This design comes from an exercise in tuning for small area, a short achievable clock period and few clock cycles on the open sky130 flow, not from production work. In this exercise RTL edits were held to simulation tests only and were not proved equivalent to the original. Power and IR drop assume default switching activity.

## run A
==> flow/design.v (excerpt) <==
module riscv_cpu (
    input  wire        clk,
    input  wire        rst_n,
    output wire [31:0] imem_addr,
    input  wire [31:0] imem_rdata,
    output wire [31:0] dmem_addr,
    output wire [31:0] dmem_wdata,
    output wire [1:0]  dmem_size,
    output wire        dmem_we,
    input  wire [31:0] dmem_rdata
);
    reg  [31:2] pc_q;             
    wire [31:0] pc = {pc_q, 2'b00};
    reg         x_valid;
    reg  [31:0] x_a, x_b;         
    reg  [31:0] x_bi;             
    reg  [31:0] x_alt;            
    reg  [4:0]  x_rd;
    reg         x_wen;            
    reg         x_sub;            
    reg         x_sra;            
    reg         x_sl;             
    reg         x_r_add, x_r_slt, x_r_xor, x_r_or, x_r_and, x_r_sh, x_r_alt;
    reg  [2:0]  x_f3;             
    reg         x_load, x_store, x_br, x_jalr;
    reg         x_blt, x_bsg, x_binv;
    reg         m_valid;
    reg  [31:0] m_res;
    reg  [31:0] m_sdata;
    reg  [4:0]  m_rd;
    reg         m_wen;
    reg         m_load, m_store;
    reg  [2:0]  m_f3;
    reg         m_res_sel, m_lbh, m_lh, m_lw, m_lbs, m_lhs;
    wire [32*32-1:0] rf_q;
    assign rf_q[31:0] = 32'b0;
    wire        s7  = dmem_rdata[7];
    wire        s15 = dmem_rdata[15];
    wire [31:0] wb_data;
    assign wb_data[7:0]   = ({8{m_lbh}}  & dmem_rdata[7:0])   | ({8{m_res_sel}} & m_res[7:0]);
    assign wb_data[15:8]  = ({8{m_lh}}   & dmem_rdata[15:8])  | ({8{m_lbs}} & {8{s7}}) |
                            ({8{m_res_sel}} & m_res[15:8]);
    assign wb_data[31:16] = ({16{m_lw}}  & dmem_rdata[31:16]) | ({16{m_lbs}} & {16{s7}}) |
                            ({16{m_lhs}} & {16{s15}}) | ({16{m_res_sel}} & m_res[31:16]);
    assign imem_addr  = pc;
    assign dmem_addr  = m_res;
    assign dmem_wdata = m_sdata;
    assign dmem_size  = m_f3[1:0];
    assign dmem_we    = m_valid & m_store;
    genvar gi;
    generate
        for (gi = 1; gi < 32; gi = gi + 1) begin : g_rf
            reg [31:0] r;
            always @(posedge clk)
                if (m_wen && m_rd == gi) r <= wb_data;
            assign rf_q[gi*32 +: 32] = r;
        end
    endgenerate
    wire [31:0] a  = x_a;
    wire [31:0] b  = x_b;
    wire [31:0] bi = x_bi;
    wire [31:0] sum = a + (bi ^ {32{x_sub}}) + {31'b0, x_sub};
    wire        eq  = (a == bi);
    wire        lt  = $signed({x_bsg & a[31], a}) < $signed({x_bsg & bi[31], bi});
  ...
For scale: ~5200 cells after synthesis, about 170 I/O pins, ~0.061 mm2 of cells after synthesis.
clock: 9.0 ns
lec_check: 0
cap_margin: 20
core_margin: 2
core_utilization: 40
cts_buf_list: sky130_fd_sc_hd__clkbuf_4 sky130_fd_sc_hd__clkbuf_8
place_density: 0.6
setup_slack_margin: 4.3
slew_margin: 20
synth_hierarchical: 1
run.sh (not shown) runs the stock make flow with config.mk's settings and CLKGATE_MAP_FILE= SYNTH_SCRIPT=/design/flow/synth_recipe.tcl, a recipe that flattens the netlist after the stock synthesis.
Testbench counts of run A, summed over its fixed seeds: cycles 49,879.
What run B does differently from run A at the input level:
- setting CTS_CLUSTER_SIZE to 30 for the first time
- removing CTS_BUF_LIST (formerly sky130_fd_sc_hd__clkbuf_4 sky130_fd_sc_hd__clkbuf_8)
- setting CTS_CLUSTER_DIAMETER to 70 for the first time
- changing SETUP_SLACK_MARGIN from 4.3 to 5.0
==> flow/flow/run.sh (new file) <==
#!/bin/bash
set -euo pipefail
bash standard.sh BUFFER_PORTS_ARGS="-buffer_cell sky130_fd_sc_hd__buf_4" finish > flow_make.log 2>&1
==> flow/standard.sh (new file) <==
#!/bin/bash
# synth_recipe.tcl (not shown) runs the flow's synth.tcl, then flattens the netlist and writes it again
# the make line also repeats each setting of config.mk as NAME=value (left out here)
make -C /OpenROAD-flow-scripts/flow DESIGN_CONFIG=/design/flow/config.mk WORK_HOME=/design/flow/orfs CLKGATE_MAP_FILE= SYNTH_SCRIPT=/design/flow/synth_recipe.tcl "${@:-finish}"
removed: flow/run.sh
Results
- When run B is measured against run A, its average wire length per cell after detail routing turns out 0.61% lower.
- Total power of run B is lower than that of run A.
- On run B: pre-CTS setup slack is 0.83 ns higher than what run A gave.
- The number of antenna violations at the first check in global routing number comes out lower for run B vs run A.

[what the ideal ports hide]
The results above use ideal ports. As a check the final layouts listed here were re-extracted and re-timed, cells and wires unchanged.
Step 1: set_driving_cell puts a clkbuf_16 on clk and a buf_2 on each other input, an assumption about the parent block.
Step 2 moves the port delays by t, midway between the first and last clock arrival at a register: inputs arrive t later, outputs are due t later. That takes back most of the time a late clock gives input paths.
Slacks: no drivers / after step 1 / after step 2; pairs: no drivers / after step 1.
| run | t, ns | setup slack, ns | clock arrival spread, ns | slew at the worst register clock pin (ns) | pins driven straight from the clock port |
|---|---|---|---|---|---|
| run A | 1.077 | 4.104 / 4.169 / 3.093 | 0.077 / 0.077 | 0.08 / 0.08 | 1 |
| run B | 0.843 | 4.819 / 4.880 / 4.038 | 0.069 / 0.069 | 0.12 / 0.12 | 1 |
After both steps setup and hold are still met in every run listed. For run A, which loses most, drivers alone change the setup slack by +0.065 ns; drivers and shift together by -1.011 ns.
